What follows belongs to an exercise in optimizing a design on an open flow for small area; a production flow would make more cautious choices.
Function was checked by simulation only, so behaviour that the tests miss may differ from the original.

== try-yarrow ==
==> flow/design.v (excerpt) <==
module MCU(clk,reset,imem_addr,imem_data,dmem_addr,dmem_we,dmem_wdata,dmem_rdata,
           in_data,out_we,out_addr,out_data);
export LEC_CHECK = 0
export ABC_AREA = 1
export CAP_MARGIN = 20
export CORE_MARGIN = 2
export CORE_UTILIZATION = 60
export SLEW_MARGIN = 20
create_clock -name core_clock -period 10.0 [get_ports {clk}]
standard.sh (not shown) runs the stock make flow with config.mk's settings and CLKGATE_MAP_FILE= SYNTH_SCRIPT=/design/flow/synth_recipe.tcl, a recipe that flattens the netlist after the stock synthesis.
==> flow/flow/run.sh <==
#!/bin/bash
# Own layout flow: the standard ORFS flow, with
#  - synthesis as standard.sh synth runs it, but with a stronger ABC area
#    script (flow/abc_area.script); the flip-flops are mapped before ABC
#    runs, so the registers, their names and cells are the standard ones;
#  - no separate full/half-adder extraction, so ABC maps adders with the
#    rest of the logic;
#  - each module of the RTL (the register-file read ports and the ALU are
#    modules of their own) mapped on its own, then flattened as the standard flow's
#    synthesis script does; all registers are in MCU;
#  - port buffers of the smallest buffer cell;
#  - clock tree without dummy loads.
# Each step's full output goes to a log file in this folder.
set -euo pipefail
W=$PWD
rm -rf "$W/scripts_mod"
cp -r "$FLOW_HOME/scripts" "$W/scripts_mod"
cp "$W/flow/abc_area.script" "$W/scripts_mod/abc_area.script"

SCRIPTS_DIR="$W/scripts_mod" ABC_AREA=1 ADDER_MAP_FILE= SYNTH_HIERARCHICAL=1 \
  SYNTH_MINIMUM_KEEP_SIZE=0 bash standard.sh synth > "$W/log_synth.txt" 2>&1

source "$W/flow/knobs.sh"
bash standard.sh finish > "$W/log_layout.txt" 2>&1
==> flow/flow/abc_area.script <==
strash
&get -n
&deepsyn -T 30
&put
dch -f
amap
topo
==> flow/flow/knobs.sh <==
export BUFFER_PORTS_ARGS="-buffer_cell sky130_fd_sc_hd__buf_1"
export CTS_ARGS="-sink_clustering_enable -repair_clock_nets -dont_use_dummy_load -buf_list sky130_fd_sc_hd__clkbuf_8"
try-yarrow completed every stage of the flow, and the final layout passed the timing, design-rule and antenna checks.
Modified inputs, try-ember compared to try-yarrow
# try-yarrow
export LEC_CHECK = 0
export ABC_AREA = 1
export CAP_MARGIN = 20
export CORE_MARGIN = 2
export CORE_UTILIZATION = 60
export SLEW_MARGIN = 20
create_clock -name core_clock -period 10.0 [get_ports {clk}]
# try-ember
export LEC_CHECK = 0
export ABC_AREA = 1
export CAP_MARGIN = 20
export CORE_MARGIN = 2
export CORE_UTILIZATION = 40
export SLEW_MARGIN = 20
create_clock -name core_clock -period 10.0 [get_ports {clk}]
### Flow results
Measured against each other, try-yarrow and try-ember differ in first-pass GRT wire length, the lower figure coming from try-yarrow. try-ember has less setup slack than try-yarrow. On try-ember: final design instance area without fill is about 1.7% higher than what try-yarrow gave.
#### Input delta (try-umber over try-ember)
# try-ember
export LEC_CHECK = 0
export ABC_AREA = 1
export CAP_MARGIN = 20
export CORE_MARGIN = 2
export CORE_UTILIZATION = 40
export SLEW_MARGIN = 20
create_clock -name core_clock -period 10.0 [get_ports {clk}]
# try-umber
export LEC_CHECK = 0
export ABC_AREA = 1
export CAP_MARGIN = 20
export CORE_MARGIN = 2
export CORE_UTILIZATION = 75
export SLEW_MARGIN = 20
create_clock -name core_clock -period 10.0 [get_ports {clk}]
## What came out
Worst-margin pin slew: lower on try-umber
Row met1 track demand over resource in global routing: try-umber higher / try-ember lower
Die area is higher on try-ember
From try-ember to try-umber the numbers moved as follows: synthesized cell count neither gained nor lost much; first-pass GRT wire length moved down; maximum frequency rose by 1.3%; post-layout utilization of the core moved up.

MCU, a different RTL version from the one above (not shown whole).
Size: ~110 flip-flops, roughly 77 I/O pins, about 7200 sq um of cells after synthesis.
Design MCU, start of the top module:
module MCU(clk,reset,imem_addr,imem_data,dmem_addr,dmem_we,dmem_wdata,dmem_rdata,
           in_data,out_we,out_addr,out_data);
input clk,reset;
output [7:0] imem_addr;
input [16:0] imem_data;
output [7:0] dmem_addr;
output dmem_we;
output [7:0] dmem_wdata;
input [7:0] dmem_rdata;
input [7:0] in_data;
output out_we;
output [7:0] out_addr, out_data;
reg [7:0] pc;         
reg [7:0] pc1;        
reg [4:0] ir_op;      
reg [11:0] ir_f;
reg [7:0] exA;        
reg [7:0] exB;        
reg [2:0] exD;        
reg [1:0] exC;        
reg [7:0] rf1, rf2, rf3, rf4, rf5, rf6, rf7;
wire ex_nod  = (exD == 3'd0);
wire jump    = (exC == 2'b11);
assign dmem_we   = (exC == 2'b01) & ex_nod;
assign out_we    = (exC == 2'b10) & ex_nod;
assign dmem_addr = exA;
assign out_addr  = exA;
assign dmem_wdata = exB;
assign out_data   = exB;
wire [7:0] wb = (exC == 2'b00) ? exB :
                (exC == 2'b01) ? dmem_rdata :
                (exC == 2'b10) ? in_data : exA;
always @(posedge clk) begin
    case (exD)
    3'd1: rf1 <= wb;
    3'd2: rf2 <= wb;
    3'd3: rf3 <= wb;
    3'd4: rf4 <= wb;
    3'd5: rf5 <= wb;
    3'd6: rf6 <= wb;
    3'd7: rf7 <= wb;
    default: ;
    endcase
end
wire [2:0] fD = ir_f[11:9];
wire [2:0] fA = ir_f[8:6];
wire [2:0] fB = ir_f[5:3];
wire [5:0] im = ir_f[5:0];
wire [2:0] sh = ir_f[2:0];
wire o_add = ir_op == 5'b00001;
wire o_ani = ir_op == 5'b00010;
wire o_adi = ir_op == 5'b00011;
wire o_sub = ir_op == 5'b00100;
wire o_slt = ir_op == 5'b00101;
wire o_not = ir_op == 5'b00110;
wire o_ld  = ir_op == 5'b00111;
wire o_st  = ir_op == 5'b01000;
wire o_mov = ir_op == 5'b01001;
wire o_jmp = ir_op == 5'b01010;
wire o_jmr = ir_op == 5'b01011;
wire o_jml = ir_op == 5'b01100;
wire o_ori = ir_op == 5'b01101;
wire o_xor = ir_op == 5'b01110;
  ...
make LEC_CHECK=0 CAP_MARGIN=20 CORE_MARGIN=2 CORE_UTILIZATION=40 SLEW_MARGIN=20 finish   # period 10.0 ns
run.sh (not shown) runs the stock make flow with config.mk's settings and CLKGATE_MAP_FILE= SYNTH_SCRIPT=/design/flow/synth_recipe.tcl, a recipe that flattens the netlist after the stock synthesis.
Stock flow here: none of the scripts above is used.
The baseline finished clean.
==> next run, changes <==
- ABC_AREA: not set -> 1
Worst setup slack improved by 0.23 ns.
Design area goes down by 1.2%.
Via count goes up by 11%.
Routed wire length goes down by 3.7%.
Maximum frequency goes up by 5.0%.
Sequential cell count does not change.
Area after synthesis goes down by 2.6%.
Synthesized cell count goes up by 26%.
==> next run, changes <==
==> flow/flow/run.sh (new file) <==
#!/bin/bash
# Own layout flow: the standard ORFS flow, with
#  - synthesis as standard.sh synth runs it, but with a stronger ABC area
#    script (flow/abc_area.script); the flip-flops are mapped before ABC
#    runs, so the registers, their names and cells are the standard ones;
#  - port buffers of the smallest buffer cell;
#  - clock tree without dummy loads.
# Each step's full output goes to a log file in this folder.
set -euo pipefail
W=$PWD
rm -rf "$W/scripts_mod"
cp -r "$FLOW_HOME/scripts" "$W/scripts_mod"
cp "$W/flow/abc_area.script" "$W/scripts_mod/abc_area.script"

SCRIPTS_DIR="$W/scripts_mod" ABC_AREA=1 bash standard.sh synth > "$W/log_synth.txt" 2>&1

source "$W/flow/knobs.sh"
bash standard.sh finish > "$W/log_layout.txt" 2>&1
==> flow/flow/abc_area.script (new file) <==
strash
&get -n
&deepsyn -T 30
&put
dch -f
map -a
topo
==> flow/flow/knobs.sh (new file) <==
export BUFFER_PORTS_ARGS="-buffer_cell sky130_fd_sc_hd__buf_1"
export CTS_ARGS="-sink_clustering_enable -repair_clock_nets -dont_use_dummy_load"
==> flow/standard.sh (new file) <==
#!/bin/bash
# synth_recipe.tcl (not shown) runs the flow's synth.tcl, then flattens the netlist and writes it again
# the make line also repeats each setting of config.mk as NAME=value (left out here)
make -C /OpenROAD-flow-scripts/flow DESIGN_CONFIG=/design/flow/config.mk WORK_HOME=/design/flow/orfs CLKGATE_MAP_FILE= SYNTH_SCRIPT=/design/flow/synth_recipe.tcl "${@:-finish}"
removed: flow/run.sh
Wire length falls by 4.1%.
Critical path depth rose by 19.
Utilization shrinks by 1.5 points.
Hold slack got worse by 0.029 ns.
Final area decreases by 14%.
Fmax drops by 14%.
Worst setup slack gets worse by 0.77 ns.

-- separate check: timing with driven ports --
How much do the figures lean on ideal ports? The routed layouts below were timed once more, with nothing changed but the port constraints.
Step 1, drivers: a clkbuf_16 drives clk and a buf_2 each remaining input, both assumed.
Step 2 times the ports against the registers' clock, not the clock port: input delays grow and output delays shrink by t, the midpoint of the rising clock arrivals with the driver on.
a / b / c = ideal / step 1 / step 2; a / b = the first two.
run	t (ns)	slack for setup (ns)	slew at the worst register clock pin (ns)	worst data-port slew with drivers (ns)	cell pins on the clock port's net
try-yarrow	0.390	4.290 / 4.290 / 4.290	0.11 / 0.11	0.04	1
try-ember	0.412	4.118 / 4.118 / 4.118	0.09 / 0.09	0.04	1
try-umber	0.390	4.192 / 4.192 / 4.192	0.10 / 0.10	0.04	1
the first run of note 2	0.401	5.166 / 5.166 / 5.166	0.08 / 0.08	0.06	1
the second run of note 2	0.407	5.397 / 5.353 / 5.760	0.08 / 0.08	0.04	1
the third run of note 2	0.398	4.629 / 4.629 / 4.629	0.08 / 0.08	0.04	1
After both steps every run listed still meets setup and hold.
